From an optimization exercise on the open Yosys and OpenROAD flow, aimed at small area and a short achievable clock period; shortcuts taken in it are not production practice.
In this exercise RTL edits were held to simulation tests only and were not proved equivalent to the original.
The clock port is modelled as an ideal driver; clocking choices that lean on that would not hold on a real chip.
Power is estimated from default activity; no workload was simulated.

[design/flow/flow/run.sh]
#!/bin/bash
# Own layout flow: the standard ORFS flow (standard.sh, unchanged synthesis), with
#  - timing repair aimed below the design's period (SETUP_SLACK_MARGIN; the SDC is unchanged),
#  - port buffers of a normal buffer cell rather than the smallest one,
#  - after CTS, the clock port drives the tree's second level directly (flow/flatten_clock_root.tcl).
# Each step's full log is kept by ORFS under orfs/logs/; make's own output goes to flow.log.
set -uo pipefail
here=$(pwd)
bash standard.sh SETUP_SLACK_MARGIN=7.45 "BUFFER_PORTS_ARGS=-buffer_cell sky130_fd_sc_hd__buf_2" \
  "POST_CTS_TCL=$here/flow/flatten_clock_root.tcl" finish > flow.log 2>&1
[design/flow/flow/flatten_clock_root.tcl]
set block [ord::get_db_block]
set clknet [$block findNet clk]
set roots {}
foreach it [$clknet getITerms] {
  if {[$it isInputSignal]} { lappend roots [$it getInst] }
}
puts "flatten_clock_root: clock port feeds [llength $roots] cell(s)"
if {[llength $roots] == 1} {
  set root [lindex $roots 0]
  set master [[$root getMaster] getName]
  set out {}
  foreach it [$root getITerms] {
    if {[$it isOutputSignal]} { set out [$it getNet] }
  }
  set loads {}
  foreach it [$out getITerms] {
    if {[$it isInputSignal]} { lappend loads $it }
  }
  puts "flatten_clock_root: root [$root getName] ($master) drives [llength $loads] cell(s)"
  if {[llength $loads] <= 4 && [llength $loads] > 0} {
    foreach it $loads {
      set inst [$it getInst]
      set pin [$it getMTerm]
      set pname "[$inst getName]/[$pin getName]"
      disconnect_pin [$out getName] $pname
      connect_pin clk $pname
    }
    set rname [$root getName]
    set oname [$out getName]
    delete_instance $rname
    delete_net $oname
    puts "flatten_clock_root: removed $rname"
    estimate_parasitics -placement
    report_clock_latency
  }
}
[design/flow/standard.sh]
#!/bin/bash
# synth_recipe.tcl (not shown) runs the flow's synth.tcl, then flattens the netlist and writes it again
# the make line also repeats each setting of config.mk as NAME=value (left out here)
make -C /OpenROAD-flow-scripts/flow DESIGN_CONFIG=/design/flow/config.mk WORK_HOME=/design/flow/orfs CLKGATE_MAP_FILE= SYNTH_SCRIPT=/design/flow/synth_recipe.tcl "${@:-finish}"
[design/flow/config.mk]
export PLATFORM = sky130hd
export DESIGN_NAME = rrc_filter
export DESIGN_NICKNAME = rrc_filter
export VERILOG_FILES = /design/flow/design.v
export SDC_FILE = /design/flow/constraint.sdc
export NUM_CORES = 4
export LEC_CHECK = 0
export ABC_CLOCK_PERIOD_IN_PS = 800
export CAP_MARGIN = 20
export CORE_MARGIN = 2
export CORE_UTILIZATION = 70
export CTS_BUF_LIST = sky130_fd_sc_hd__clkbuf_16
export CTS_CLUSTER_DIAMETER = 80
export CTS_CLUSTER_SIZE = 30
export PLACE_DENSITY = 0.75
export SLEW_MARGIN = 20
export SYNTH_HIERARCHICAL = 1
[design/flow/constraint.sdc]
create_clock -name core_clock -period 10.5 [get_ports {clk}]
set_input_delay 2.1000 -clock core_clock [delete_from_list [all_inputs] [get_ports {clk}]]
set_output_delay 2.1000 -clock core_clock [all_outputs]
set_load 0.01 [all_outputs]
[design/flow/design.v]
module rrc_filter #(
	parameter WIDTH = 9
)(
	input logic clk,
	input logic rst,
	input logic signed [WIDTH-1:0] filter_in,
	output logic signed [WIDTH-1:0] filter_out
);
  logic [8:0] sr0, sr1, sr2, sr3, sr4, sr5, sr6, sr7, sr8, sr9, sr10, sr11, sr12, sr13, sr14, sr15, sr16, sr17, sr18, sr19, sr20, sr21, sr22, sr23, sr24, sr25, sr26, sr27;
  always_ff @(posedge clk or posedge rst) begin
    if (rst) begin
      sr0 <= 9'h000;
      sr1 <= 9'h000;
      sr2 <= 9'h000;
      sr3 <= 9'h000;
      sr4 <= 9'h000;
      sr5 <= 9'h000;
      sr6 <= 9'h000;
      sr7 <= 9'h000;
      sr8 <= 9'h000;
      sr9 <= 9'h000;
      sr10 <= 9'h000;
      sr11 <= 9'h000;
      sr12 <= 9'h000;
      sr13 <= 9'h000;
      sr14 <= 9'h000;
      sr15 <= 9'h000;
      sr16 <= 9'h000;
      sr17 <= 9'h000;
      sr18 <= 9'h000;
      sr19 <= 9'h000;
      sr20 <= 9'h000;
      sr21 <= 9'h000;
      sr22 <= 9'h000;
      sr23 <= 9'h000;
      sr24 <= 9'h000;
      sr25 <= 9'h000;
      sr26 <= 9'h000;
      sr27 <= 9'h000;
    end else begin
      sr0 <= filter_in;
      sr1 <= sr0;
      sr2 <= sr1;
      sr3 <= sr2;
      sr4 <= sr3;
      sr5 <= sr4;
      sr6 <= sr5;
      sr7 <= sr6;
      sr8 <= sr7;
      sr9 <= sr8;
      sr10 <= sr9;
      sr11 <= sr10;
      sr12 <= sr11;
      sr13 <= sr12;
      sr14 <= sr13;
      sr15 <= sr14;
      sr16 <= sr15;
      sr17 <= sr16;
      sr18 <= sr17;
      sr19 <= sr18;
      sr20 <= sr19;
      sr21 <= sr20;
      sr22 <= sr21;
      sr23 <= sr22;
      sr24 <= sr23;
      sr25 <= sr24;
      sr26 <= sr25;
      sr27 <= sr26;
    end
  end
  logic [9:0] t0;
  always_ff @(posedge clk or posedge rst) begin
    if (rst) t0 <= 10'd904;
    else t0 <= 10'd904 - {{1{filter_in[8]}}, filter_in};
  end
  logic [9:0] pv0;
  always_ff @(posedge clk or posedge rst) begin
    if (rst) pv0 <= 10'd0;
    else pv0 <= {sr11[8], sr11} + {sr13[8], sr13};
  end
  logic [28:0] cs3;
  logic [35:0] cs2;
  logic [34:0] cs1;
  wire n1 = ~sr26[0];
  wire s2, c3;
  rrc_fa u3 (.a(sr24[0]), .b(sr27[0]), .ci(n1), .s(s2), .co(c3));
  wire s4, c5;
  rrc_fa u5 (.a(sr16[0]), .b(sr18[0]), .ci(sr20[0]), .s(s4), .co(c5));
  wire s6, c7;
  rrc_fa u7 (.a(sr21[0]), .b(sr24[1]), .ci(sr27[1]), .s(s6), .co(c7));
  wire n8 = ~c3;
  wire s9, c10;
  rrc_fa u10 (.a(sr23[0]), .b(sr26[1]), .ci(n8), .s(s9), .co(c10));
  wire n11 = ~s6;
  wire s12, c13;
  rrc_fa u13 (.a(s4), .b(n11), .ci(s9), .s(s12), .co(c13));
  wire s14, c15;
  rrc_fa u15 (.a(sr15[0]), .b(sr16[1]), .ci(sr18[1]), .s(s14), .co(c15));
  wire s16, c17;
  rrc_fa u17 (.a(sr20[1]), .b(sr23[1]), .ci(sr26[2]), .s(s16), .co(c17));
  wire s18, c19;
  rrc_fa u19 (.a(sr21[1]), .b(sr24[2]), .ci(sr27[2]), .s(s18), .co(c19));
  wire n20 = ~c7;
  wire s21, c22;
  rrc_fa u22 (.a(c5), .b(n20), .ci(s14), .s(s21), .co(c22));
  wire n23 = ~s18;
  wire s24, c25;
  rrc_fa u25 (.a(s16), .b(n23), .ci(c10), .s(s24), .co(c25));
  wire s26, c27;
  rrc_fa u27 (.a(s21), .b(c13), .ci(s24), .s(s26), .co(c27));
  wire s28, c29;
  rrc_fa u29 (.a(sr15[1]), .b(sr16[0]), .ci(sr16[2]), .s(s28), .co(c29));
  wire s30, c31;
  rrc_fa u31 (.a(sr17[0]), .b(sr18[2]), .ci(sr20[2]), .s(s30), .co(c31));
  wire s32, c33;
  rrc_fa u33 (.a(sr18[0]), .b(sr21[2]), .ci(sr24[3]), .s(s32), .co(c33));
  wire n34 = ~sr27[3];
  wire s35, c36;
  rrc_fa u36 (.a(sr23[2]), .b(sr26[3]), .ci(n34), .s(s35), .co(c36));
  wire n37 = ~c19;
  wire s38, c39;
  rrc_fa u39 (.a(c15), .b(c17), .ci(n37), .s(s38), .co(c39));
  wire s40, c41;
  rrc_fa u41 (.a(s28), .b(s30), .ci(s35), .s(s40), .co(c41));
  wire n42 = ~s32;
  wire s43, c44;
  rrc_fa u44 (.a(n42), .b(c22), .ci(s38), .s(s43), .co(c44));
  wire s45, c46;
  rrc_fa u46 (.a(s40), .b(c25), .ci(s43), .s(s45), .co(c46));
  wire s47, c48;
  rrc_fa u48 (.a(sr15[2]), .b(sr16[1]), .ci(sr16[3]), .s(s47), .co(c48));
  wire s49, c50;
  rrc_fa u50 (.a(sr17[1]), .b(sr18[3]), .ci(sr20[3]), .s(s49), .co(c50));
  wire s51, c52;
  rrc_fa u52 (.a(sr18[1]), .b(sr21[3]), .ci(sr24[4]), .s(s51), .co(c52));
  wire n53 = ~sr27[4];
  wire s54, c55;
  rrc_fa u55 (.a(sr23[3]), .b(sr26[4]), .ci(n53), .s(s54), .co(c55));
  wire s56, c57;
  rrc_fa u57 (.a(c29), .b(c31), .ci(c36), .s(s56), .co(c57));
  wire s58, c59;
  rrc_fa u59 (.a(s47), .b(s49), .ci(s54), .s(s58), .co(c59));
  wire n60 = ~c39;
  wire s61, c62;
  rrc_fa u62 (.a(c33), .b(s51), .ci(n60), .s(s61), .co(c62));
  wire s63, c64;
  rrc_fa u64 (.a(c41), .b(s56), .ci(s58), .s(s63), .co(c64));
  wire n65 = ~s61;
  wire s66, c67;
  rrc_fa u67 (.a(c44), .b(n65), .ci(s63), .s(s66), .co(c67));
  wire s68, c69;
  rrc_fa u69 (.a(sr15[3]), .b(sr16[2]), .ci(sr16[4]), .s(s68), .co(c69));
  wire s70, c71;
  rrc_fa u71 (.a(sr17[2]), .b(sr18[4]), .ci(sr20[4]), .s(s70), .co(c71));
  wire s72, c73;
  rrc_fa u73 (.a(sr15[0]), .b(sr18[2]), .ci(sr21[4]), .s(s72), .co(c73));
  wire n74 = ~sr24[5];
  wire s75, c76;
  rrc_fa u76 (.a(sr23[4]), .b(sr26[5]), .ci(n74), .s(s75), .co(c76));
  wire s77, c78;
  rrc_fa u78 (.a(c48), .b(c50), .ci(c55), .s(s77), .co(c78));
  wire s79, c80;
  rrc_fa u80 (.a(sr27[5]), .b(c52), .ci(s72), .s(s79), .co(c80));
  wire s81, c82;
  rrc_fa u82 (.a(s68), .b(s70), .ci(s75), .s(s81), .co(c82));
  wire s83, c84;
  rrc_fa u84 (.a(c57), .b(c59), .ci(s77), .s(s83), .co(c84));
  wire n85 = ~s81;
  wire s86, c87;
  rrc_fa u87 (.a(s79), .b(n85), .ci(c62), .s(s86), .co(c87));
  wire n88 = ~s86;
  wire s89, c90;
  rrc_fa u90 (.a(c64), .b(s83), .ci(n88), .s(s89), .co(c90));
  wire s91, c92;
  rrc_fa u92 (.a(sr15[4]), .b(sr16[3]), .ci(sr16[5]), .s(s91), .co(c92));
  wire s93, c94;
  rrc_fa u94 (.a(sr17[3]), .b(sr18[5]), .ci(sr20[5]), .s(s93), .co(c94));
  wire s95, c96;
  rrc_fa u96 (.a(sr15[1]), .b(sr18[3]), .ci(sr21[5]), .s(s95), .co(c96));
  wire n97 = ~sr24[6];
  wire s98, c99;
  rrc_fa u99 (.a(sr23[5]), .b(sr26[6]), .ci(n97), .s(s98), .co(c99));
  wire s100, c101;
  rrc_fa u101 (.a(c69), .b(c71), .ci(c76), .s(s100), .co(c101));
  wire s102, c103;
  rrc_fa u103 (.a(sr27[6]), .b(c73), .ci(s95), .s(s102), .co(c103));
  wire s104, c105;
  rrc_fa u105 (.a(s91), .b(s93), .ci(s98), .s(s104), .co(c105));
  wire s106, c107;
  rrc_fa u107 (.a(c78), .b(c82), .ci(s100), .s(s106), .co(c107));
  wire n108 = ~s104;
  wire s109, c110;
  rrc_fa u110 (.a(c80), .b(s102), .ci(n108), .s(s109), .co(c110));
  wire n111 = ~s109;
  wire s112, c113;
  rrc_fa u113 (.a(c84), .b(s106), .ci(n111), .s(s112), .co(c113));
  wire s114, c115;
  rrc_fa u115 (.a(sr15[5]), .b(sr16[4]), .ci(sr16[6]), .s(s114), .co(c115));
  wire s116, c117;
  rrc_fa u117 (.a(sr17[4]), .b(sr18[6]), .ci(sr20[6]), .s(s116), .co(c117));
  wire s118, c119;
  rrc_fa u119 (.a(sr15[2]), .b(sr18[4]), .ci(sr21[6]), .s(s118), .co(c119));
  wire n120 = ~sr24[7];
  wire s121, c122;
  rrc_fa u122 (.a(sr23[6]), .b(sr26[7]), .ci(n120), .s(s121), .co(c122));
  wire s123, c124;
  rrc_fa u124 (.a(c92), .b(c94), .ci(c99), .s(s123), .co(c124));
  wire s125, c126;
  rrc_fa u126 (.a(sr27[7]), .b(c96), .ci(s118), .s(s125), .co(c126));
  wire s127, c128;
  rrc_fa u128 (.a(s114), .b(s116), .ci(s121), .s(s127), .co(c128));
  wire s129, c130;
  rrc_fa u130 (.a(c101), .b(c105), .ci(s123), .s(s129), .co(c130));
  wire n131 = ~s127;
  wire s132, c133;
  rrc_fa u133 (.a(c103), .b(s125), .ci(n131), .s(s132), .co(c133));
  wire n134 = ~c110;
  wire s135, c136;
  rrc_fa u136 (.a(c107), .b(s129), .ci(n134), .s(s135), .co(c136));
  wire s137, c138;
  rrc_fa u138 (.a(sr15[6]), .b(sr16[5]), .ci(sr16[7]), .s(s137), .co(c138));
  wire s139, c140;
  rrc_fa u140 (.a(sr17[5]), .b(sr18[7]), .ci(sr20[7]), .s(s139), .co(c140));
  wire s141, c142;
  rrc_fa u142 (.a(sr23[7]), .b(sr24[8]), .ci(sr27[8]), .s(s141), .co(c142));
  wire s143, c144;
  rrc_fa u144 (.a(sr15[3]), .b(sr18[5]), .ci(sr21[7]), .s(s143), .co(c144));
  wire s145, c146;
  rrc_fa u146 (.a(c115), .b(c117), .ci(c122), .s(s145), .co(c146));
  wire s147, c148;
  rrc_fa u148 (.a(sr26[8]), .b(c119), .ci(s143), .s(s147), .co(c148));
  wire s149, c150;
  rrc_fa u150 (.a(s137), .b(s139), .ci(s141), .s(s149), .co(c150));
  wire s151, c152;
  rrc_fa u152 (.a(c124), .b(c128), .ci(s145), .s(s151), .co(c152));
  wire n153 = ~s149;
  wire s154, c155;
  rrc_fa u155 (.a(c126), .b(s147), .ci(n153), .s(s154), .co(c155));
  wire n156 = ~c133;
  wire s157, c158;
  rrc_fa u158 (.a(c130), .b(s151), .ci(n156), .s(s157), .co(c158));
  wire s159, c160;
  rrc_fa u160 (.a(sr15[7]), .b(sr16[6]), .ci(sr17[6]), .s(s159), .co(c160));
  wire s161, c162;
  rrc_fa u162 (.a(sr15[4]), .b(sr16[8]), .ci(sr18[6]), .s(s161), .co(c162));
  wire s163, c164;
  rrc_fa u164 (.a(sr18[8]), .b(sr20[8]), .ci(sr23[8]), .s(s163), .co(c164));
  wire s165, c166;
  rrc_fa u166 (.a(sr21[8]), .b(c138), .ci(c140), .s(s165), .co(c166));
  wire n167 = ~c144;
  wire s168, c169;
  rrc_fa u169 (.a(c142), .b(n167), .ci(s159), .s(s168), .co(c169));
  wire n170 = ~c146;
  wire s171, c172;
  rrc_fa u172 (.a(s161), .b(s163), .ci(n170), .s(s171), .co(c172));
  wire n173 = ~c148;
  wire s174, c175;
  rrc_fa u175 (.a(c150), .b(s165), .ci(n173), .s(s174), .co(c175));
  wire n176 = ~s171;
  wire s177, c178;
  rrc_fa u178 (.a(s168), .b(c152), .ci(n176), .s(s177), .co(c178));
  wire n179 = ~c155;
  wire s180, c181;
  rrc_fa u181 (.a(s174), .b(n179), .ci(c158), .s(s180), .co(c181));
  wire s182, c183;
  rrc_fa u183 (.a(sr15[5]), .b(sr15[8]), .ci(sr18[7]), .s(s182), .co(c183));
  wire s184, c185;
  rrc_fa u185 (.a(sr16[7]), .b(sr17[7]), .ci(c160), .s(s184), .co(c185));
  wire s186, c187;
  rrc_fa u187 (.a(c162), .b(c164), .ci(s182), .s(s186), .co(c187));
  wire s188, c189;
  rrc_fa u189 (.a(c166), .b(c169), .ci(s184), .s(s188), .co(c189));
  wire n190 = ~c175;
  wire s191, c192;
  rrc_fa u192 (.a(s186), .b(c172), .ci(n190), .s(s191), .co(c192));
  wire n193 = ~s191;
  wire s194, c195;
  rrc_fa u195 (.a(s188), .b(c178), .ci(n193), .s(s194), .co(c195));
  wire s196, c197;
  rrc_fa u197 (.a(sr15[6]), .b(sr16[8]), .ci(sr17[8]), .s(s196), .co(c197));
  wire n198 = ~sr18[8];
  wire s199, c200;
  rrc_fa u200 (.a(n198), .b(c183), .ci(s196), .s(s199), .co(c200));
  wire n201 = ~c185;
  wire s202, c203;
  rrc_fa u203 (.a(n201), .b(c187), .ci(s199), .s(s202), .co(c203));
  wire n204 = ~c189;
  wire s205, c206;
  rrc_fa u206 (.a(n204), .b(s202), .ci(c192), .s(s205), .co(c206));
  wire s207, c208;
  rrc_fa u208 (.a(sr15[7]), .b(c197), .ci(c200), .s(s207), .co(c208));
  wire s209, c210;
  rrc_fa u210 (.a(cs3[1]), .b(sr11[0]), .ci(sr15[0]), .s(s209), .co(c210));
  wire s211, c212;
  rrc_fa u212 (.a(sr11[1]), .b(sr13[0]), .ci(sr15[1]), .s(s211), .co(c212));
  wire n213 = ~pv0[2];
  wire s214, c215;
  rrc_fa u215 (.a(n213), .b(cs3[2]), .ci(c210), .s(s214), .co(c215));
  wire s216, c217;
  rrc_fa u217 (.a(sr8[0]), .b(sr11[2]), .ci(sr13[1]), .s(s216), .co(c217));
  wire n218 = ~pv0[3];
  wire s219, c220;
  rrc_fa u220 (.a(sr15[2]), .b(n218), .ci(cs3[3]), .s(s219), .co(c220));
  wire s221, c222;
  rrc_fa u222 (.a(cs3[4]), .b(c212), .ci(s216), .s(s221), .co(c222));
  wire s223, c224;
  rrc_fa u224 (.a(s219), .b(c215), .ci(s221), .s(s223), .co(c224));
  wire s225, c226;
  rrc_fa u226 (.a(cs3[5]), .b(cs3[6]), .ci(sr8[1]), .s(s225), .co(c226));
  wire s227, c228;
  rrc_fa u228 (.a(sr11[3]), .b(sr13[2]), .ci(sr15[3]), .s(s227), .co(c228));
  wire s229, c230;
  rrc_fa u230 (.a(sr11[0]), .b(sr15[0]), .ci(pv0[0]), .s(s229), .co(c230));
  wire n231 = ~pv0[4];
  wire s232, c233;
  rrc_fa u233 (.a(n231), .b(c217), .ci(s225), .s(s232), .co(c233));
  wire n234 = ~s229;
  wire s235, c236;
  rrc_fa u236 (.a(s227), .b(c220), .ci(n234), .s(s235), .co(c236));
  wire s237, c238;
  rrc_fa u238 (.a(c222), .b(s232), .ci(s235), .s(s237), .co(c238));
  wire s239, c240;
  rrc_fa u240 (.a(sr8[2]), .b(sr11[4]), .ci(sr13[3]), .s(s239), .co(c240));
  wire s241, c242;
  rrc_fa u242 (.a(sr11[1]), .b(sr15[1]), .ci(pv0[1]), .s(s241), .co(c242));
  wire n243 = ~pv0[5];
  wire s244, c245;
  rrc_fa u245 (.a(sr15[4]), .b(n243), .ci(cs3[7]), .s(s244), .co(c245));
  wire s246, c247;
  rrc_fa u247 (.a(cs3[8]), .b(c226), .ci(c228), .s(s246), .co(c247));
  wire n248 = ~s239;
  wire s249, c250;
  rrc_fa u250 (.a(c230), .b(s241), .ci(n248), .s(s249), .co(c250));
  wire s251, c252;
  rrc_fa u252 (.a(s244), .b(c233), .ci(s246), .s(s251), .co(c252));
  wire n253 = ~s249;
  wire s254, c255;
  rrc_fa u255 (.a(c236), .b(n253), .ci(s251), .s(s254), .co(c255));
  wire s256, c257;
  rrc_fa u257 (.a(cs3[11]), .b(sr8[3]), .ci(sr11[5]), .s(s256), .co(c257));
  wire s258, c259;
  rrc_fa u259 (.a(sr13[0]), .b(sr13[4]), .ci(sr15[5]), .s(s258), .co(c259));
  wire s260, c261;
  rrc_fa u261 (.a(cs3[9]), .b(sr11[2]), .ci(sr15[2]), .s(s260), .co(c261));
  wire n262 = ~cs3[10];
  wire s263, c264;
  rrc_fa u264 (.a(pv0[2]), .b(pv0[6]), .ci(n262), .s(s263), .co(c264));
  wire n265 = ~c242;
  wire s266, c267;
  rrc_fa u267 (.a(c240), .b(n265), .ci(s256), .s(s266), .co(c267));
  wire n268 = ~s260;
  wire s269, c270;
  rrc_fa u270 (.a(s258), .b(c245), .ci(n268), .s(s269), .co(c270));
  wire n271 = ~c247;
  wire s272, c273;
  rrc_fa u273 (.a(s263), .b(n271), .ci(c250), .s(s272), .co(c273));
  wire s274, c275;
  rrc_fa u275 (.a(s266), .b(s269), .ci(c252), .s(s274), .co(c275));
  wire n276 = ~s272;
  wire s277, c278;
  rrc_fa u278 (.a(n276), .b(c255), .ci(s274), .s(s277), .co(c278));
  wire s279, c280;
  rrc_fa u280 (.a(cs3[13]), .b(sr8[4]), .ci(sr11[6]), .s(s279), .co(c280));
  wire s281, c282;
  rrc_fa u282 (.a(sr13[0]), .b(sr13[1]), .ci(sr13[5]), .s(s281), .co(c282));
  wire s283, c284;
  rrc_fa u284 (.a(cs3[12]), .b(sr11[3]), .ci(sr15[3]), .s(s283), .co(c284));
  wire n285 = ~pv0[3];
  wire s286, c287;
  rrc_fa u287 (.a(sr15[6]), .b(pv0[0]), .ci(n285), .s(s286), .co(c287));
  wire n288 = ~pv0[7];
  wire s289, c290;
  rrc_fa u290 (.a(n288), .b(cs3[14]), .ci(c257), .s(s289), .co(c290));
  wire n291 = ~c261;
  wire s292, c293;
  rrc_fa u293 (.a(c259), .b(n291), .ci(s279), .s(s292), .co(c293));
  wire n294 = ~s283;
  wire s295, c296;
  rrc_fa u296 (.a(s281), .b(s286), .ci(n294), .s(s295), .co(c296));
  wire n297 = ~c264;
  wire s298, c299;
  rrc_fa u299 (.a(n297), .b(c267), .ci(s289), .s(s298), .co(c299));
  wire s300, c301;
  rrc_fa u301 (.a(c270), .b(s292), .ci(s295), .s(s300), .co(c301));
  wire n302 = ~c273;
  wire s303, c304;
  rrc_fa u304 (.a(n302), .b(s298), .ci(s300), .s(s303), .co(c304));
  wire s305, c306;
  rrc_fa u306 (.a(cs3[16]), .b(sr8[5]), .ci(sr11[7]), .s(s305), .co(c306));
  wire s307, c308;
  rrc_fa u308 (.a(sr13[1]), .b(sr13[2]), .ci(sr13[6]), .s(s307), .co(c308));
  wire s309, c310;
  rrc_fa u310 (.a(sr11[4]), .b(sr15[4]), .ci(pv0[4]), .s(s309), .co(c310));
  wire n311 = ~pv0[8];
  wire s312, c313;
  rrc_fa u313 (.a(sr15[7]), .b(pv0[1]), .ci(n311), .s(s312), .co(c313));
  wire n314 = ~cs3[15];
  wire s315, c316;
  rrc_fa u316 (.a(cs3[17]), .b(n314), .ci(c280), .s(s315), .co(c316));
  wire n317 = ~c284;
  wire s318, c319;
  rrc_fa u319 (.a(c282), .b(c287), .ci(n317), .s(s318), .co(c319));
  wire s320, c321;
  rrc_fa u321 (.a(s305), .b(s307), .ci(s312), .s(s320), .co(c321));
  wire n322 = ~s309;
  wire s323, c324;
  rrc_fa u324 (.a(n322), .b(c290), .ci(c293), .s(s323), .co(c324));
  wire s325, c326;
  rrc_fa u326 (.a(s315), .b(c296), .ci(s318), .s(s325), .co(c326));
  wire s327, c328;
  rrc_fa u328 (.a(s320), .b(c299), .ci(s323), .s(s327), .co(c328));
  wire s329, c330;
  rrc_fa u330 (.a(c301), .b(s325), .ci(s327), .s(s329), .co(c330));
  wire s331, c332;
  rrc_fa u332 (.a(cs3[19]), .b(sr8[6]), .ci(sr13[2]), .s(s331), .co(c332));
  wire s333, c334;
  rrc_fa u334 (.a(sr13[3]), .b(sr13[7]), .ci(pv0[2]), .s(s333), .co(c334));
  wire s335, c336;
  rrc_fa u336 (.a(sr11[5]), .b(sr11[8]), .ci(sr15[5]), .s(s335), .co(c336));
  wire n337 = ~pv0[9];
  wire s338, c339;
  rrc_fa u339 (.a(sr15[8]), .b(pv0[5]), .ci(n337), .s(s338), .co(c339));
  wire s340, c341;
  rrc_fa u341 (.a(cs3[18]), .b(c306), .ci(c308), .s(s340), .co(c341));
  wire n342 = ~c310;
  wire s343, c344;
  rrc_fa u344 (.a(c313), .b(n342), .ci(s331), .s(s343), .co(c344));
  wire n345 = ~s333;
  wire s346, c347;
  rrc_fa u347 (.a(s335), .b(s338), .ci(n345), .s(s346), .co(c347));
  wire s348, c349;
  rrc_fa u349 (.a(c316), .b(c319), .ci(c321), .s(s348), .co(c349));
  wire n350 = ~s346;
  wire s351, c352;
  rrc_fa u352 (.a(s340), .b(s343), .ci(n350), .s(s351), .co(c352));
  wire s353, c354;
  rrc_fa u354 (.a(c324), .b(c326), .ci(s348), .s(s353), .co(c354));
  wire s355, c356;
  rrc_fa u356 (.a(s351), .b(c328), .ci(s353), .s(s355), .co(c356));
  wire s357, c358;
  rrc_fa u358 (.a(cs3[21]), .b(sr8[7]), .ci(sr13[3]), .s(s357), .co(c358));
  wire s359, c360;
  rrc_fa u360 (.a(sr11[6]), .b(sr13[8]), .ci(sr15[6]), .s(s359), .co(c360));
  wire n361 = ~pv0[6];
  wire s362, c363;
  rrc_fa u363 (.a(sr13[4]), .b(pv0[3]), .ci(n361), .s(s362), .co(c363));
  wire s364, c365;
  rrc_fa u365 (.a(cs3[20]), .b(c332), .ci(c334), .s(s364), .co(c365));
  wire s366, c367;
  rrc_fa u367 (.a(c336), .b(c339), .ci(s359), .s(s366), .co(c367));
  wire s368, c369;
  rrc_fa u369 (.a(s357), .b(s362), .ci(c341), .s(s368), .co(c369));
  wire n370 = ~c347;
  wire s371, c372;
  rrc_fa u372 (.a(c344), .b(s364), .ci(n370), .s(s371), .co(c372));
  wire n373 = ~s366;
  wire s374, c375;
  rrc_fa u375 (.a(n373), .b(c349), .ci(s368), .s(s374), .co(c375));
  wire s376, c377;
  rrc_fa u377 (.a(c352), .b(s371), .ci(c354), .s(s376), .co(c377));
  wire s378, c379;
  rrc_fa u379 (.a(cs3[22]), .b(sr13[4]), .ci(sr13[5]), .s(s378), .co(c379));
  wire s380, c381;
  rrc_fa u381 (.a(sr8[8]), .b(sr11[7]), .ci(sr15[7]), .s(s380), .co(c381));
  wire n382 = ~pv0[4];
  wire s383, c384;
  rrc_fa u384 (.a(pv0[7]), .b(n382), .ci(cs3[23]), .s(s383), .co(c384));
  wire n385 = ~c360;
  wire s386, c387;
  rrc_fa u387 (.a(c358), .b(c363), .ci(n385), .s(s386), .co(c387));
  wire n388 = ~s378;
  wire s389, c390;
  rrc_fa u390 (.a(s380), .b(n388), .ci(s383), .s(s389), .co(c390));
  wire n391 = ~c367;
  wire s392, c393;
  rrc_fa u393 (.a(c365), .b(n391), .ci(s386), .s(s392), .co(c393));
  wire n394 = ~s389;
  wire s395, c396;
  rrc_fa u396 (.a(c369), .b(n394), .ci(c372), .s(s395), .co(c396));
  wire s397, c398;
  rrc_fa u398 (.a(s392), .b(c375), .ci(s395), .s(s397), .co(c398));
  wire s399, c400;
  rrc_fa u400 (.a(sr11[8]), .b(sr13[5]), .ci(sr13[6]), .s(s399), .co(c400));
  wire s401, c402;
  rrc_fa u402 (.a(cs3[25]), .b(cs3[26]), .ci(pv0[8]), .s(s401), .co(c402));
  wire n403 = ~cs3[24];
  wire s404, c405;
  rrc_fa u405 (.a(sr15[8]), .b(pv0[5]), .ci(n403), .s(s404), .co(c405));
  wire n406 = ~c381;
  wire s407, c408;
  rrc_fa u408 (.a(c379), .b(n406), .ci(s399), .s(s407), .co(c408));
  wire n409 = ~s404;
  wire s410, c411;
  rrc_fa u411 (.a(s401), .b(c384), .ci(n409), .s(s410), .co(c411));
  wire n412 = ~c390;
  wire s413, c414;
  rrc_fa u414 (.a(c387), .b(s407), .ci(n412), .s(s413), .co(c414));
  wire n415 = ~s410;
  wire s416, c417;
  rrc_fa u417 (.a(n415), .b(c393), .ci(s413), .s(s416), .co(c417));
  wire s418, c419;
  rrc_fa u419 (.a(cs3[27]), .b(sr13[6]), .ci(sr13[7]), .s(s418), .co(c419));
  wire n420 = ~cs3[28];
  wire s421, c422;
  rrc_fa u422 (.a(pv0[6]), .b(pv0[9]), .ci(n420), .s(s421), .co(c422));
  wire n423 = ~c402;
  wire s424, c425;
  rrc_fa u425 (.a(c400), .b(n423), .ci(s418), .s(s424), .co(c425));
  wire s426, c427;
  rrc_fa u427 (.a(s421), .b(c405), .ci(c408), .s(s426), .co(c427));
  wire n428 = ~c411;
  wire s429, c430;
  rrc_fa u430 (.a(s424), .b(n428), .ci(s426), .s(s429), .co(c430));
  wire n431 = ~sr13[8];
  wire s432, c433;
  rrc_fa u433 (.a(sr13[7]), .b(pv0[7]), .ci(n431), .s(s432), .co(c433));
  wire s434, c435;
  rrc_fa u435 (.a(c419), .b(c422), .ci(s432), .s(s434), .co(c435));
  wire s436, c437;
  rrc_fa u437 (.a(c425), .b(s434), .ci(c427), .s(s436), .co(c437));
  wire n438 = ~sr13[8];
  wire s439, c440;
  rrc_fa u440 (.a(pv0[8]), .b(n438), .ci(c433), .s(s439), .co(c440));
  wire s441, c442;
  rrc_fa u442 (.a(c435), .b(s439), .ci(c437), .s(s441), .co(c442));
  wire s443, c444;
  rrc_fa u444 (.a(cs2[0]), .b(cs2[1]), .ci(sr2[0]), .s(s443), .co(c444));
  wire s445, c446;
  rrc_fa u446 (.a(cs2[3]), .b(sr0[1]), .ci(sr3[0]), .s(s445), .co(c446));
  wire s447, c448;
  rrc_fa u448 (.a(sr6[0]), .b(sr8[0]), .ci(sr10[0]), .s(s447), .co(c448));
  wire s449, c450;
  rrc_fa u450 (.a(cs2[2]), .b(sr2[1]), .ci(sr5[0]), .s(s449), .co(c450));
  wire n451 = ~c444;
  wire s452, c453;
  rrc_fa u453 (.a(n451), .b(s445), .ci(s447), .s(s452), .co(c453));
  wire s454, c455;
  rrc_fa u455 (.a(cs2[4]), .b(sr0[2]), .ci(sr3[1]), .s(s454), .co(c455));
  wire s456, c457;
  rrc_fa u457 (.a(sr6[1]), .b(sr8[1]), .ci(sr10[1]), .s(s456), .co(c457));
  wire n458 = ~sr11[0];
  wire s459, c460;
  rrc_fa u460 (.a(sr2[2]), .b(sr5[1]), .ci(n458), .s(s459), .co(c460));
  wire s461, c462;
  rrc_fa u462 (.a(cs2[5]), .b(c446), .ci(c448), .s(s461), .co(c462));
  wire n463 = ~c450;
  wire s464, c465;
  rrc_fa u465 (.a(n463), .b(s454), .ci(s456), .s(s464), .co(c465));
  wire n466 = ~s459;
  wire s467, c468;
  rrc_fa u468 (.a(n466), .b(c453), .ci(s461), .s(s467), .co(c468));
  wire s469, c470;
  rrc_fa u470 (.a(sr0[3]), .b(sr3[2]), .ci(sr6[2]), .s(s469), .co(c470));
  wire s471, c472;
  rrc_fa u472 (.a(sr8[2]), .b(sr10[0]), .ci(sr10[2]), .s(s471), .co(c472));
  wire s473, c474;
  rrc_fa u474 (.a(sr2[3]), .b(sr5[2]), .ci(sr8[0]), .s(s473), .co(c474));
  wire s475, c476;
  rrc_fa u476 (.a(sr11[1]), .b(cs2[6]), .ci(c455), .s(s475), .co(c476));
  wire n477 = ~c460;
  wire s478, c479;
  rrc_fa u479 (.a(c457), .b(n477), .ci(s469), .s(s478), .co(c479));
  wire n480 = ~s473;
  wire s481, c482;
  rrc_fa u482 (.a(s471), .b(n480), .ci(c462), .s(s481), .co(c482));
  wire s483, c484;
  rrc_fa u484 (.a(s475), .b(c465), .ci(s478), .s(s483), .co(c484));
  wire s485, c486;
  rrc_fa u486 (.a(s481), .b(c468), .ci(s483), .s(s485), .co(c486));
  wire s487, c488;
  rrc_fa u488 (.a(cs2[7]), .b(cs2[8]), .ci(sr0[4]), .s(s487), .co(c488));
  wire s489, c490;
  rrc_fa u490 (.a(sr3[3]), .b(sr6[3]), .ci(sr8[3]), .s(s489), .co(c490));
  wire s491, c492;
  rrc_fa u492 (.a(sr10[1]), .b(sr10[3]), .ci(sr11[2]), .s(s491), .co(c492));
  wire s493, c494;
  rrc_fa u494 (.a(sr2[4]), .b(sr5[3]), .ci(sr8[1]), .s(s493), .co(c494));
  wire n495 = ~c474;
  wire s496, c497;
  rrc_fa u497 (.a(c470), .b(c472), .ci(n495), .s(s496), .co(c497));
  wire s498, c499;
  rrc_fa u499 (.a(s487), .b(s489), .ci(s491), .s(s498), .co(c499));
  wire n500 = ~s493;
  wire s501, c502;
  rrc_fa u502 (.a(n500), .b(c476), .ci(c479), .s(s501), .co(c502));
  wire s503, c504;
  rrc_fa u504 (.a(s496), .b(s498), .ci(c482), .s(s503), .co(c504));
  wire s505, c506;
  rrc_fa u506 (.a(c484), .b(s501), .ci(s503), .s(s505), .co(c506));
  wire s507, c508;
  rrc_fa u508 (.a(sr0[5]), .b(sr3[4]), .ci(sr6[4]), .s(s507), .co(c508));
  wire s509, c510;
  rrc_fa u510 (.a(sr8[4]), .b(sr10[2]), .ci(sr10[4]), .s(s509), .co(c510));
  wire s511, c512;
  rrc_fa u512 (.a(sr2[5]), .b(sr5[4]), .ci(sr8[2]), .s(s511), .co(c512));
  wire n513 = ~sr11[0];
  wire s514, c515;
  rrc_fa u515 (.a(sr11[3]), .b(n513), .ci(cs2[9]), .s(s514), .co(c515));
  wire s516, c517;
  rrc_fa u517 (.a(cs2[10]), .b(c488), .ci(c490), .s(s516), .co(c517));
  wire n518 = ~c494;
  wire s519, c520;
  rrc_fa u520 (.a(c492), .b(n518), .ci(s507), .s(s519), .co(c520));
  wire n521 = ~s511;
  wire s522, c523;
  rrc_fa u523 (.a(s509), .b(n521), .ci(s514), .s(s522), .co(c523));
  wire s524, c525;
  rrc_fa u525 (.a(c497), .b(c499), .ci(s516), .s(s524), .co(c525));
  wire s526, c527;
  rrc_fa u527 (.a(s519), .b(s522), .ci(c502), .s(s526), .co(c527));
  wire s528, c529;
  rrc_fa u529 (.a(s524), .b(c504), .ci(s526), .s(s528), .co(c529));
  wire s530, c531;
  rrc_fa u531 (.a(sr0[6]), .b(sr3[5]), .ci(sr6[5]), .s(s530), .co(c531));
  wire s532, c533;
  rrc_fa u533 (.a(sr8[5]), .b(sr10[3]), .ci(sr10[5]), .s(s532), .co(c533));
  wire s534, c535;
  rrc_fa u535 (.a(sr2[6]), .b(sr5[5]), .ci(sr8[3]), .s(s534), .co(c535));
  wire n536 = ~sr11[1];
  wire s537, c538;
  rrc_fa u538 (.a(sr11[4]), .b(n536), .ci(cs2[11]), .s(s537), .co(c538));
  wire n539 = ~c512;
  wire s540, c541;
  rrc_fa u541 (.a(c508), .b(c510), .ci(n539), .s(s540), .co(c541));
  wire s542, c543;
  rrc_fa u543 (.a(s530), .b(s532), .ci(c515), .s(s542), .co(c543));
  wire n544 = ~s534;
  wire s545, c546;
  rrc_fa u546 (.a(n544), .b(s537), .ci(c517), .s(s545), .co(c546));
  wire s547, c548;
  rrc_fa u548 (.a(c520), .b(s540), .ci(c523), .s(s547), .co(c548));
  wire s549, c550;
  rrc_fa u550 (.a(s542), .b(s545), .ci(c525), .s(s549), .co(c550));
  wire s551, c552;
  rrc_fa u552 (.a(s547), .b(c527), .ci(s549), .s(s551), .co(c552));
  wire s553, c554;
  rrc_fa u554 (.a(cs2[14]), .b(sr0[7]), .ci(sr3[6]), .s(s553), .co(c554));
  wire s555, c556;
  rrc_fa u556 (.a(sr6[6]), .b(sr8[6]), .ci(sr10[4]), .s(s555), .co(c556));
  wire s557, c558;
  rrc_fa u558 (.a(sr2[7]), .b(sr5[6]), .ci(sr8[4]), .s(s557), .co(c558));
  wire n559 = ~sr11[2];
  wire s560, c561;
  rrc_fa u561 (.a(sr10[6]), .b(sr11[5]), .ci(n559), .s(s560), .co(c561));
  wire s562, c563;
  rrc_fa u563 (.a(cs2[12]), .b(cs2[13]), .ci(c531), .s(s562), .co(c563));
  wire n564 = ~c535;
  wire s565, c566;
  rrc_fa u566 (.a(c533), .b(n564), .ci(s553), .s(s565), .co(c566));
  wire s567, c568;
  rrc_fa u568 (.a(s555), .b(c538), .ci(s560), .s(s567), .co(c568));
  wire n569 = ~s557;
  wire s570, c571;
  rrc_fa u571 (.a(n569), .b(c541), .ci(s562), .s(s570), .co(c571));
  wire s572, c573;
  rrc_fa u573 (.a(c543), .b(s565), .ci(s567), .s(s572), .co(c573));
  wire s574, c575;
  rrc_fa u575 (.a(c546), .b(s570), .ci(c548), .s(s574), .co(c575));
  wire s576, c577;
  rrc_fa u577 (.a(s572), .b(c550), .ci(s574), .s(s576), .co(c577));
  wire s578, c579;
  rrc_fa u579 (.a(cs2[15]), .b(cs2[16]), .ci(sr2[8]), .s(s578), .co(c579));
  wire s580, c581;
  rrc_fa u581 (.a(sr3[7]), .b(sr6[7]), .ci(sr8[7]), .s(s580), .co(c581));
  wire s582, c583;
  rrc_fa u583 (.a(sr10[5]), .b(sr10[7]), .ci(sr11[6]), .s(s582), .co(c583));
  wire s584, c585;
  rrc_fa u585 (.a(sr0[8]), .b(sr5[7]), .ci(sr8[5]), .s(s584), .co(c585));
  wire s586, c587;
  rrc_fa u587 (.a(c554), .b(c556), .ci(c561), .s(s586), .co(c587));
  wire s588, c589;
  rrc_fa u589 (.a(sr11[3]), .b(c558), .ci(s584), .s(s588), .co(c589));
  wire s590, c591;
  rrc_fa u591 (.a(s578), .b(s580), .ci(s582), .s(s590), .co(c591));
  wire s592, c593;
  rrc_fa u593 (.a(c563), .b(c566), .ci(s586), .s(s592), .co(c593));
  wire n594 = ~s588;
  wire s595, c596;
  rrc_fa u596 (.a(c568), .b(s590), .ci(n594), .s(s595), .co(c596));
  wire s597, c598;
  rrc_fa u598 (.a(c571), .b(s592), .ci(c573), .s(s597), .co(c598));
  wire s599, c600;
  rrc_fa u600 (.a(s595), .b(c575), .ci(s597), .s(s599), .co(c600));
  wire s601, c602;
  rrc_fa u602 (.a(cs2[18]), .b(sr5[8]), .ci(sr10[6]), .s(s601), .co(c602));
  wire s603, c604;
  rrc_fa u604 (.a(sr3[8]), .b(sr6[8]), .ci(sr8[6]), .s(s603), .co(c604));
  wire s605, c606;
  rrc_fa u606 (.a(sr8[8]), .b(sr10[8]), .ci(sr11[4]), .s(s605), .co(c606));
  wire s607, c608;
  rrc_fa u608 (.a(sr11[7]), .b(cs2[17]), .ci(c579), .s(s607), .co(c608));
  wire n609 = ~c585;
  wire s610, c611;
  rrc_fa u611 (.a(c581), .b(c583), .ci(n609), .s(s610), .co(c611));
  wire n612 = ~s601;
  wire s613, c614;
  rrc_fa u614 (.a(s603), .b(s605), .ci(n612), .s(s613), .co(c614));
  wire s615, c616;
  rrc_fa u616 (.a(c587), .b(s607), .ci(c591), .s(s615), .co(c616));
  wire n617 = ~s610;
  wire s618, c619;
  rrc_fa u619 (.a(c589), .b(n617), .ci(s613), .s(s618), .co(c619));
  wire s620, c621;
  rrc_fa u621 (.a(c593), .b(s615), .ci(c596), .s(s620), .co(c621));
  wire n622 = ~s618;
  wire s623, c624;
  rrc_fa u624 (.a(n622), .b(c598), .ci(s620), .s(s623), .co(c624));
  wire s625, c626;
  rrc_fa u626 (.a(sr8[7]), .b(sr11[5]), .ci(sr11[8]), .s(s625), .co(c626));
  wire s627, c628;
  rrc_fa u628 (.a(cs2[19]), .b(sr10[7]), .ci(cs2[20]), .s(s627), .co(c628));
  wire n629 = ~c604;
  wire s630, c631;
  rrc_fa u631 (.a(cs2[21]), .b(c602), .ci(n629), .s(s630), .co(c631));
  wire n632 = ~s627;
  wire s633, c634;
  rrc_fa u634 (.a(c606), .b(s625), .ci(n632), .s(s633), .co(c634));
  wire s635, c636;
  rrc_fa u636 (.a(c608), .b(c611), .ci(s630), .s(s635), .co(c636));
  wire n637 = ~c616;
  wire s638, c639;
  rrc_fa u639 (.a(c614), .b(s633), .ci(n637), .s(s638), .co(c639));
  wire n640 = ~c619;
  wire s641, c642;
  rrc_fa u642 (.a(s635), .b(n640), .ci(c621), .s(s641), .co(c642));
  wire s643, c644;
  rrc_fa u644 (.a(cs2[22]), .b(cs2[23]), .ci(sr8[8]), .s(s643), .co(c644));
  wire s645, c646;
  rrc_fa u646 (.a(sr10[8]), .b(sr11[6]), .ci(c626), .s(s645), .co(c646));
  wire s647, c648;
  rrc_fa u648 (.a(s643), .b(c628), .ci(c631), .s(s647), .co(c648));
  wire n649 = ~c636;
  wire s650, c651;
  rrc_fa u651 (.a(s645), .b(c634), .ci(n649), .s(s650), .co(c651));
  wire n652 = ~s647;
  wire s653, c654;
  rrc_fa u654 (.a(n652), .b(c639), .ci(s650), .s(s653), .co(c654));
  wire n655 = ~sr11[7];
  wire s656, c657;
  rrc_fa u657 (.a(cs2[24]), .b(n655), .ci(cs2[25]), .s(s656), .co(c657));
  wire s658, c659;
  rrc_fa u659 (.a(cs2[26]), .b(c644), .ci(s656), .s(s658), .co(c659));
  wire n660 = ~c646;
  wire s661, c662;
  rrc_fa u662 (.a(n660), .b(s658), .ci(c648), .s(s661), .co(c662));
  wire s663, c664;
  rrc_fa u664 (.a(cs2[27]), .b(sr11[8]), .ci(cs2[28]), .s(s663), .co(c664));
  wire s665, c666;
  rrc_fa u666 (.a(cs2[29]), .b(c657), .ci(s663), .s(s665), .co(c666));
  wire s667, c668;
  rrc_fa u668 (.a(c659), .b(s665), .ci(c662), .s(s667), .co(c668));
  wire s669, c670;
  rrc_fa u670 (.a(cs2[30]), .b(cs2[31]), .ci(c664), .s(s669), .co(c670));
  wire n671 = ~cs2[33];
  wire s672, c673;
  rrc_fa u673 (.a(cs2[34]), .b(cs2[35]), .ci(n671), .s(s672), .co(c673));
  wire n674 = ~cs1[1];
  wire n675 = ~cs1[2];
  wire n676 = ~t0[9];
  wire n677 = ~cs1[19];
  wire n678 = ~cs1[23];
  wire n679 = ~cs1[25];
  wire n680 = ~cs1[26];
  wire n681 = ~cs1[20];
  wire n682 = ~cs1[28];
  wire s683, c684;
  rrc_ha u684 (.a(cs1[0]), .b(t0[0]), .s(s683), .co(c684));
  wire s685, c686;
  rrc_fa u686 (.a(t0[1]), .b(n675), .ci(cs1[3]), .s(s685), .co(c686));
  wire s687, c688;
  rrc_fa u688 (.a(cs1[5]), .b(t0[2]), .ci(cs1[4]), .s(s687), .co(c688));
  wire s689, c690;
  rrc_ha u690 (.a(cs1[6]), .b(t0[3]), .s(s689), .co(c690));
  wire s691, c692;
  rrc_fa u692 (.a(cs1[8]), .b(t0[4]), .ci(cs1[7]), .s(s691), .co(c692));
  wire s693, c694;
  rrc_fa u694 (.a(t0[5]), .b(cs1[9]), .ci(cs1[10]), .s(s693), .co(c694));
  wire s695, c696;
  rrc_fa u696 (.a(cs1[11]), .b(cs1[12]), .ci(t0[6]), .s(s695), .co(c696));
  wire s697, c698;
  rrc_fa u698 (.a(cs1[13]), .b(cs1[14]), .ci(t0[7]), .s(s697), .co(c698));
  wire s699, c700;
  rrc_fa u700 (.a(cs1[15]), .b(cs1[16]), .ci(t0[8]), .s(s699), .co(c700));
  wire s701, c702;
  rrc_fa u702 (.a(cs1[18]), .b(cs1[17]), .ci(n676), .s(s701), .co(c702));
  wire s703, c704;
  rrc_fa u704 (.a(cs1[21]), .b(n677), .ci(n681), .s(s703), .co(c704));
  wire s705, c706;
  rrc_fa u706 (.a(cs1[20]), .b(cs1[22]), .ci(n678), .s(s705), .co(c706));
  wire s707, c708;
  rrc_fa u708 (.a(cs1[24]), .b(n679), .ci(n680), .s(s707), .co(c708));
  wire n709 = ~cs1[27];
  wire s710, c711;
  rrc_fa u711 (.a(cs1[29]), .b(cs1[30]), .ci(n682), .s(s710), .co(c711));
  wire s712, c713;
  rrc_fa u713 (.a(cs1[31]), .b(cs1[32]), .ci(cs1[28]), .s(s712), .co(c713));
  wire n714 = ~cs1[33];
  always_ff @(posedge clk or posedge rst) begin
    if (rst) cs3 <= 29'b00001100101101100010110011101;
    else cs3 <= {c208, sr15[8], c206, s207, c203, s205, c195, s194, c181, s180, s177, s157, c136, s154, s135, c113, s132, c90, s112, c87, s89, c67, s66, c46, s45, c27, s26, s12, s2};
  end
  always_ff @(posedge clk or posedge rst) begin
    if (rst) cs2 <= 36'b000111101000111001111100000110000001;
    else cs2 <= {c442, c440, pv0[9], s441, s436, c430, c417, s429, c414, c398, s416, c396, s397, c377, s376, c356, s374, s355, c330, s329, c304, c278, s303, c275, s277, s254, c238, s237, c224, s223, s214, s211, s209, pv0[1], pv0[0], cs3[0]};
  end
  always_ff @(posedge clk or posedge rst) begin
    if (rst) cs1 <= 35'b01110011101010001111000101010011010;
    else cs1 <= {c673, s672, c670, cs2[32], c668, s669, c666, s667, c654, c651, s661, s653, c642, s641, c624, s638, s623, c600, s599, c577, s576, c552, s551, c529, s528, c506, s505, c486, s485, s467, s464, s452, s449, s443, sr0[0]};
  end
  wire [18:0] fa_ = {1'b1, cs1[34], n714, s712, s710, n709, s707, s705, s703, s701, s699, s697, s695, s693, s691, s689, s687, s685, n674};
  wire [18:0] fb_ = {1'b0, cs1[33], c713, c711, cs1[27], c708, c706, c704, c702, c700, c698, c696, c694, c692, c690, c688, c686, c684, s683};
  wire [18:0] sum_ = fa_ + fb_;
  wire ovf_ = (sum_[18] != sum_[16]) || (sum_[17] != sum_[16]);
  wire [8:0] y_ = ovf_ ? (sum_[18] ? 9'h100 : 9'h0ff) : sum_[16:8];
  always_ff @(posedge clk or posedge rst) begin
    if (rst) filter_out <= 9'd0;
    else filter_out <= y_;
  end
endmodule
module rrc_fa (input logic a, input logic b, input logic ci, output logic s, output logic co);
  assign s = a ^ b ^ ci;
  assign co = (a & b) | (a & ci) | (b & ci);
endmodule
module rrc_carry8 (input logic [7:0] a, input logic [7:0] b, output logic co);
  wire [8:0] t = {1'b0, a} + {1'b0, b};
  assign co = t[8];
endmodule
module rrc_hsat (input logic [10:0] a, input logic [10:0] b, input logic ci, output logic [8:0] y);
  wire [11:0] t2 = {a, ci} + {b, ci};
  wire [10:0] t = t2[11:1];
  wire ovf = (t[10] != t[8]) || (t[9] != t[8]);
  assign y = ovf ? (t[10] ? 9'h100 : 9'h0ff) : t[8:0];
endmodule
module rrc_fa1 (input logic a, input logic b, output logic s, output logic co);
  assign s = ~(a ^ b);
  assign co = a | b;
endmodule
module rrc_ha (input logic a, input logic b, output logic s, output logic co);
  assign s = a ^ b;
  assign co = a & b;
endmodule
==> results of run 1 <==
[layout make-up]
type	instances	share of cell area [%]
well taps	324	2.175
repair buffers	45	1.994
clock inverters	10	0.5437
flip-flops and latches	378	51.24
repair inverters	2	0.06712
inverters	128	2.625
clock buffers	16	2.148
multi-input cells	459	39.21
[state kept, by name, summed over array words and instances, names as in the netlist, 10 cells and up]
register  cells
cs2          36
cs1          34
cs3          29
pv0          10
[through the flow]
stage	hold slack, ns	instance area (µm²)	util (%)	total power (W)	worst slack [ns]
after floorplan	0.3312	17330	-	0.004375	3.364
after detailed placement	0.3347	17850	73.40	0.005126	5.771
after global routing	0.3418	18640	76.65	0.006360	7.452
final	0.3386	18640	76.65	0.005806	7.508
after global placement	0.3315	17850	73.40	0.004994	5.874
[synthesized netlist by cell type (all sizes together) (3+ instances only)]
cell	count	area share, %
nand4	4	0.14
a211oi	4	0.25
xor2	10	0.61
o21ai	14	0.47
fa	297	34
o21bai	4	0.24
nand2	9	0.19
a21oi	26	0.79
dfstp	52	7.9
a21o	7	0.30
o211ai	3	0.24
nor3	7	0.20
xnor2	12	0.61
nor2	5	0.11
inv	127	2.8
dfrtp	326	47
ha	29	2.1
a31oi	5	0.30
[cell families (layout without fill, tap and decap cells)]
| logic type | after synthesis | count (layout) | share of synthesized area, % |
|---|---|---|---|
| XOR/XNOR | 22 | 22 | 1.220 |
| AO/OA/AOI/OAI | 75 | 75 | 3.408 |
| flip-flops | 378 | 378 | 54.96 |
| adder cells (fa/ha/maj) | 326 | 326 | 36.40 |
| AND/OR/NAND/NOR | 36 | 36 | 1.097 |
| buffers and inverters | 131 | 201 | 2.917 |
[metal layers]
metal  GRT usage [%]  wire length, µm  up-vias
met1           37.32            12770     4105
met4           6.412              886        0
met5               0                0        -
li1                -                -     3088
met2           41.92            15200      102
met3           2.568              668       51
[power groups by stage]
stage | Combinational [W] | Sequential [W] | Clock (W)
floorplan | 0.00234 | 0.00204 | 0
global placement | 0.00292 | 0.00208 | 0
detailed placement | 0.00304 | 0.00209 | 0
global route | 0.00345 | 0.00209 | 0.000816
finish | 0.00301 | 0.00205 | 0.000745
[worst paths after layout]
kind,from,end,slack (ns)
max in group asynchronous,rst,cs3[23]$_DFF_PP1_,7.77
hold / removal,sr19[7]$_DFF_PP0_,sr20[7]$_DFF_PP0_,0.34
setup reg to reg,sr8[2]$_DFF_PP0_,cs1[14]$_DFF_PP0_,7.51
hold reg to reg,sr19[7]$_DFF_PP0_,sr20[7]$_DFF_PP0_,0.34
setup / recovery,sr8[2]$_DFF_PP0_,cs1[14]$_DFF_PP0_,7.51
min in group asynchronous,rst,cs3[9]$_DFF_PP0_,1.84
[Yosys stat by module (local to each module, per instance)]
module,flops+latches,cells
rrc_fa,0,1
rrc_filter,378,670
rrc_ha,0,1
==> reports/metrics.cfg, run 1 <==
[timing]
relSlewSlack_pct=53.86
drv_slew=0
skew_ns=0.02423
finalSetupTns_ns=0
timing.final.hold_violations=0
worst_slew_pin_slew_ns=0.6922
setup_viol=0
fin_crit_sh_pct=28.50
rsz0062_at_grt=no
period_needed_ns=2.992
fmax_mhz=334.2

[power]
p_int_w=0.003543
ir_worst_vdd_mv=0.3195
swShare_pct=38.97
combPwrFrac_pct=51.8
clkPwrFrac_pct=12.8
power_frac_seq_pct=35.4
p_per_area_nw_per_um2=311.5
switchingPower_w=0.002263
total_leakage_power_nw=8.231

[layout]
final_common_cell=dfrtp_1
n_antenna_cell=0
multi_input_area_um2=7310
finalNonFillerCells=1362
layout-drive-gt1-share_pct=15.70
final_cell_mix=305 x dfrtp_1, 295 x fa_1, 132 x inv_1
seq_area_um2=9550
fillCellCount=1367
area_growth_pct=7.559
nets=1367

[setup_path]
worst-path-stages=6
slowest_delay_ns=0.54
cp_data_arrival_time_ns=3.25
path_cells=fa_1 -> inv_1 -> fa_1 -> fa_1 -> fa_1 -> fa_1
cp_slowest_cell=fa_1
worst_setup_path_start_kind=flop
worstRegToRegCells=6
crit_type=flop to flop
crit_buf_inv=1
endpoint_kind=flop
critical_path.top_delay_family=adder cells
required_ns=10.76
crit_fanout=4
crit_top_cell=fa_1

[placement]
gp_congestion=0.8993
numPortBuffers=19
dp_hpwl_mm=22.09
dpl.cell_count=1311

[global_route]
grt_pass1_vias=8845
gr-total-overflow=0
grt_use_total_pct=25.14
grt_max_degree=85
grt_antenna_before_repair=0
grt_pass1_wl_mm=48.90

[die]
ios=20
die_w_um=161.3
die_h_um=161.3
die_area_um2=26030
std_cell_rows=57
design.core.area_um2=24320
start_util_pct=71.26

[flow_run]
cap_violations=0

[cts]
clk_latency_ns=0.38
cts.sinks=378
cts_tree=done
clk_pin_slew_ns=0.10

[synthesis]
yosysSeqAreaShare_pct=54.96
yosysUniqueCellTypes=51
syn_nets=1305
yosysWarningCount=7
avgSynthCellArea_um2=17.90
synth_seq_cells=378
synthCells=968
syn_area_um2=17330
async_flop_share_pct=100.0
synth-edff-count=0
synth_flop_cell=dfrtp_1

[detailed_routing]
drt_wl_total_mm=29.53
vias=7346
routed_via_density=5.394
drtIter0Drc=392
antenna_left=0
routedWlPerCell_um=21.68
drcViolationCount=0
drt-pass1-iter-count=4

[status]
status=timing/DRC/antenna clean

[worst_hold_path]
worstHoldPathCells=0
hold_class=flop to flop

==> run 2, diff against run 1 <==
--- a/design/flow/flow/run.sh
+++ b/design/flow/flow/run.sh
@@ -3,5 +3,5 @@
 #  - timing repair aimed below the design's period (SETUP_SLACK_MARGIN; the SDC is unchanged),
 #  - port buffers of a normal buffer cell rather than the smallest one,
-#  - after CTS, the clock port drives the tree's second level directly (flow/flatten_clock_root.tcl).
+#  - after CTS, the clock port drives the tree's branch buffers directly, split in two (flow/flatten_clock_root.tcl).
 # Each step's full log is kept by ORFS under orfs/logs/; make's own output goes to flow.log.
 set -uo pipefail
==> design/flow/flow/flatten_clock_root.tcl (replaced) <==
# POST_CTS hook. CTS builds root buffer -> branch buffers -> leaf buffers -> registers.
# 1. Drop the root buffer: the clock port then feeds the branch buffers directly.
set block [ord::get_db_block]
set clknet [$block findNet clk]

proc loads_of {net} {
  set l {}
  foreach it [$net getITerms] { if {[$it isInputSignal]} { lappend l $it } }
  return $l
}
proc out_net {inst} {
  foreach it [$inst getITerms] { if {[$it isOutputSignal]} { return [$it getNet] } }
  return ""
}

set roots [loads_of $clknet]
puts "clock hook: clock port feeds [llength $roots] cell(s)"
if {[llength $roots] == 1} {
  set root [[lindex $roots 0] getInst]
  set out [out_net $root]
  set loads [loads_of $out]
  if {[llength $loads] <= 4 && [llength $loads] > 0} {
    foreach it $loads {
      set pname "[[$it getInst] getName]/[[$it getMTerm] getName]"
      disconnect_pin [$out getName] $pname
      connect_pin clk $pname
    }
    set rname [$root getName]
    set oname [$out getName]
    delete_instance $rname
    delete_net $oname
    puts "clock hook: removed root $rname"
  }
}

set branches [loads_of $clknet]
set nsplit [expr {4 / max(1, [llength $branches])}]
if {[llength $branches] <= 2} {
  set k 0
  foreach bit $branches {
    set b [$bit getInst]
    set bnet [out_net $b]
    set leaves [loads_of $bnet]
    if {[llength $leaves] < 4} continue
    # split the leaves in two halves along the wider spread of their positions
    set pts {}
    foreach it $leaves {
      set li [$it getInst]
      set loc [$li getLocation]
      lappend pts [list $it [lindex $loc 0] [lindex $loc 1]]
    }
    set xs [lmap p $pts {lindex $p 1}]
    set ys [lmap p $pts {lindex $p 2}]
    set dx [expr {[tcl::mathfunc::max {*}$xs] - [tcl::mathfunc::min {*}$xs]}]
    set dy [expr {[tcl::mathfunc::max {*}$ys] - [tcl::mathfunc::min {*}$ys]}]
    set idx [expr {$dx >= $dy ? 1 : 2}]
    set pts [lsort -integer -index $idx $pts]
    set half [expr {[llength $pts] / 2}]
    set moved [lrange $pts $half end]
    set master [[$b getMaster] getName]
    set nname "clkhook_split_${k}"
    set netname "clkhook_net_${k}"
    incr k
    make_net $netname
    make_instance $nname $master
    set inst [$block findInst $nname]
    set sx 0; set sy 0
    foreach p $moved { set sx [expr {$sx + [lindex $p 1]}]; set sy [expr {$sy + [lindex $p 2]}] }
    set n [llength $moved]
    $inst setLocation [expr {$sx / $n}] [expr {$sy / $n}]
    $inst setPlacementStatus PLACED
    connect_pin clk "$nname/A"
    connect_pin $netname "$nname/X"
    [$block findNet $netname] setSigType CLOCK
    foreach p $moved {
      set it [lindex $p 0]
      set pname "[[$it getInst] getName]/[[$it getMTerm] getName]"
      disconnect_pin [$bnet getName] $pname
      connect_pin $netname $pname
    }
    # move the original branch buffer to the centroid of the leaves it keeps
    set sx 0; set sy 0
    set kept [lrange $pts 0 [expr {$half - 1}]]
    foreach p $kept { set sx [expr {$sx + [lindex $p 1]}]; set sy [expr {$sy + [lindex $p 2]}] }
    set n [llength $kept]
    $b setLocation [expr {$sx / $n}] [expr {$sy / $n}]
    puts "clock hook: split [$b getName] ([llength $leaves] leaves) into two"
  }
  detailed_placement
  check_placement -verbose
}
estimate_parasitics -placement
report_clock_latency
==> run 2 against run 1 <==
- the flow now stops in 4_1_cts
- synthesized cell count unchanged
- area after synthesis unchanged
==> reports/metrics.cfg, run 2 <==
[placement]
dp_hpwl_mm=22.09
numPortBuffers=19
placed_cell_area_um2=17850
gp_congestion=0.8993
dpl.cell_count=1311
preCtsSetupSlack_ns=5.771

[synthesis]
yosysWarningCount=7
syn_nets=1305
synth-edff-count=0
yosysUniqueCellTypes=51
yosysTopAreaCell=dfrtp_1
avgSynthCellArea_um2=17.90
syn_area_um2=17330
synthTopCellsByArea=dfrtp_1 47%, fa_1 34%, dfstp_2 7.9%, inv_1 2.8%, ha_1 2.1%
yosysSeqAreaShare_pct=54.96
synthCells=968
synth_most_common_cell=dfrtp_1
synth_top_area_share_pct=47.07
synth_seq_cells=378
synth_flop_cell=dfrtp_1
synthTopCellsByCount=326 x dfrtp_1, 297 x fa_1, 127 x inv_1
async_flop_share_pct=100.0

[die]
ios=20
start_util_pct=71.26
die_w_um=161.3
die_h_um=161.3
std_cell_rows=57

[status]
haltStage=4_1_cts
status=did not finish
error=Error: cts.tcl, 90 invalid command name "NULL"

[cts]
cts.sinks=378

run 2: cell counts after synthesis:
No cell type changed its count.
run 2: Yosys stat by module, one instance, submodules excluded:
module      cells  flip-flops and latches  times used
rrc_filter    670                     378           1
rrc_fa          1                       0         296
rrc_ha          1                       0           2
run 2: worst max path at each step:
stage | start | to | slack, ns | depth (start not counted)
global placement | rst | cs3[22]$_DFF_PP0_ | 5.87 | 4
floorplan | rst | cs1[10]$_DFF_PP0_ | 3.36 | 1
detailed placement | rst | cs3[21]$_DFF_PP0_ | 5.77 | 4
run 2: cell families after synthesis:
logic type	after synthesis	share of synthesized area, %
flip-flops	378	54.96
XOR/XNOR	22	1.220
buffers and inverters	131	2.917
AO/OA/AOI/OAI	75	3.408
AND/OR/NAND/NOR	36	1.097
adder cells (fa/ha/maj)	326	36.40
run 2: metrics by stage:
step | power [W] | utilization, % | hold WS (ns)
after floorplan | 0.004375 | - | 0.3312
after global placement | 0.004994 | 73.40 | 0.3315
after detailed placement | 0.005126 | 73.40 | 0.3347
run 2: power groups by stage:
stage | Combinational (W) | Clock [W] | Sequential (W)
3_5_place_dp | 0.00304 | 0 | 0.00209
3_3_place_gp | 0.00292 | 0 | 0.00208
2_1_floorplan | 0.00234 | 0 | 0.00204
==> run 3, diff against run 2 <==
--- a/design/flow/flow/flatten_clock_root.tcl
+++ b/design/flow/flow/flatten_clock_root.tcl
@@ -62,7 +62,7 @@
     set netname "clkhook_net_${k}"
     incr k
-    make_net $netname
-    make_instance $nname $master
-    set inst [$block findInst $nname]
+    set newnet [odb::dbNet_create $block $netname]
+    $newnet setSigType CLOCK
+    set inst [odb::dbInst_create $block [[ord::get_db] findMaster $master] $nname]
     set sx 0; set sy 0
     foreach p $moved { set sx [expr {$sx + [lindex $p 1]}]; set sy [expr {$sy + [lindex $p 2]}] }
@@ -70,12 +70,10 @@
     $inst setLocation [expr {$sx / $n}] [expr {$sy / $n}]
     $inst setPlacementStatus PLACED
-    connect_pin clk "$nname/A"
-    connect_pin $netname "$nname/X"
-    [$block findNet $netname] setSigType CLOCK
+    [$inst findITerm A] connect $clknet
+    [$inst findITerm X] connect $newnet
     foreach p $moved {
       set it [lindex $p 0]
-      set pname "[[$it getInst] getName]/[[$it getMTerm] getName]"
-      disconnect_pin [$bnet getName] $pname
-      connect_pin $netname $pname
+      $it disconnect
+      $it connect $newnet
     }
     # move the original branch buffer to the centroid of the leaves it keeps
==> run 3 against run 2 <==
- the run now finishes clean
- synthesized cell count is the same
- area after synthesis is the same
==> reports/metrics.cfg, run 3 <==
[layout]
final_cell_mix=303 x dfrtp_1, 293 x fa_1, 132 x inv_1
n_antenna_cell=0
largest_reg_flops=36
nets=1371
largest-register=cs2
largest_registers=cs2 (36), cs1 (34), cs3 (29)
seq_area_um2=9553
layout-drive-gt1-share_pct=16.51
area_growth_pct=8.021
multi_input_area_um2=7322
fillCellCount=1354

[detailed_routing]
drtIter0Drc=451
drcViolationCount=0
drt-pass1-iter-count=4
vias=7376
routed_via_density=5.400
drt_wl_total_mm=29.63

[die]
die_w_um=161.3
ios=20
die_h_um=161.3
design.core.area_um2=24320
std_cell_rows=57
start_util_pct=71.26

[synthesis]
async_flop_share_pct=100.0
yosysSeqAreaShare_pct=54.96
yosysTopAreaCell=dfrtp_1
syn_area_um2=17330
synth_flop_cell=dfrtp_1
synth-edff-count=0
yosysWarningCount=7
synthCells=968
avgSynthCellArea_um2=17.90
synthTopCellsByArea=dfrtp_1 47%, fa_1 34%, dfstp_2 7.9%, inv_1 2.8%, ha_1 2.1%
synth_most_common_cell=dfrtp_1

[timing]
rsz0062_at_grt=no
relSlewSlack_pct=53.44
skew_ns=0.03969
finalSetupTns_ns=0
fin_crit_sh_pct=28.42
drv_slew=0
period_needed_ns=2.984
setup_viol=0
timing.final.hold_violations=0
worst_slew_pin_slew_ns=0.6984
fmax_mhz=335.2

[setup_path]
cp_data_arrival_time_ns=3.18
required_ns=10.69
crit_fanout=4
endpoint_kind=flop
worst_setup_path_start_kind=flop

[power]
total_leakage_power_nw=8.265
p_int_w=0.003579
finalPower_w=0.005836
swShare_pct=38.67
combPwrFrac_pct=51.6
power_frac_seq_pct=35.2
ir_worst_vdd_mv=0.3195
clkPwrFrac_pct=13.2

[placement]
numPortBuffers=19
dp_hpwl_mm=22.09
gp_congestion=0.8993

[flow_run]
cap_violations=0

[status]
status=timing/DRC/antenna clean

[cts]
clk_latency_ns=0.33
cts_tree=done
cts.sinks=378
clk_pin_slew_ns=0.11

[global_route]
grt_antenna_before_repair=0
grt_pass1_vias=8906
grt_max_degree=85
grt_use_total_pct=25.47

==> run 3: Yosys stat by module, one instance, submodules excluded <==
| module | cells | flops+latches |
|---|---|---|
| rrc_ha | 1 | 0 |
| rrc_filter | 670 | 378 |
| rrc_fa | 1 | 0 |
==> run 3: metal layers <==
layer | vias up | share of wire, % | GRT usage, %
li1 | 3091 | - | -
met1 | 4109 | 42 | 37.28
met2 | 122 | 52 | 41.90
met3 | 54 | 3.0 | 2.773
met4 | 0 | 3.0 | 8.442
met5 | - | 0 | 0
==> run 3: through the flow <==
step                      hold slack [ns]  instance area [µm²]  worst slack, ns  cells  utilization (%)
after global placement             0.3315                17850            5.874   1311            73.40
after global routing               0.3439                18720            7.448   1366            76.98
final                              0.3382                18720            7.516   1366            76.98
after detailed placement           0.3347                17850            5.771   1311            73.40
after floorplan                    0.3312                17330            3.364    968                -
==> run 3: final cells by class, clock buffers not listed <==
class | count | share of cell area (%)
buffer | 2 | 0.2673
inverter | 128 | 2.613
sequential | 378 | 51.03
timing repair inverter | 2 | 0.06684
tap | 324 | 2.165
clock inverter | 10 | 0.5414
multi-input combinational | 459 | 39.11
timing repair buffer | 47 | 2.065
==> run 3: power by group through the flow <==
stage / Combinational [W] / Sequential, W / Clock, W
6_report: 0.00301 / 0.00205 / 0.000773
3_3_place_gp: 0.00292 / 0.00208 / 0
2_1_floorplan: 0.00234 / 0.00204 / 0
5_1_grt: 0.00346 / 0.00209 / 0.000845
3_5_place_dp: 0.00304 / 0.00209 / 0
==> run 3: kinds of logic after synthesis <==
kind of cell / share of synthesized area, %
compound gates: 3.408
xor+xnor: 1.220
fa+ha+maj: 36.40
buf+inv: 2.917
flops: 54.96
simple gates: 1.097
==> run 3: path summary, 6_finish.rpt <==
| kind | endpoint | depth (start not counted) | start | slack (ns) |
|---|---|---|---|---|
| worst max-delay path | cs1[14]$_DFF_PP0_ | 5 | sr8[4]$_DFF_PP0_ | 7.52 |
| worst min-delay path | sr15[5]$_DFF_PP0_ | 0 | sr14[5]$_DFF_PP0_ | 0.34 |
| worst max register to register | cs1[14]$_DFF_PP0_ | 5 | sr8[4]$_DFF_PP0_ | 7.52 |
| worst min register to register | sr15[5]$_DFF_PP0_ | 0 | sr14[5]$_DFF_PP0_ | 0.34 |
| max in group asynchronous | sr15[4]$_DFF_PP0_ | 4 | rst | 7.69 |
| min in group asynchronous | cs3[16]$_DFF_PP0_ | 2 | rst | 1.89 |
==> run 3: critical path, cell delays in order (launching register included) <==
cell	delay, ns
dfrtp_2	0.50
fa_1	0.47
fa_1	0.45
fa_1	0.50
fa_1	0.53
fa_1	0.40

Setup slack of run 3, layout unchanged: 7.516 ns with ideal ports, 7.477 ns with driving cells assumed (clock clkbuf_16, inputs buf_2), 7.214 ns with port delays also shifted by the 0.413 ns mid clock arrival.
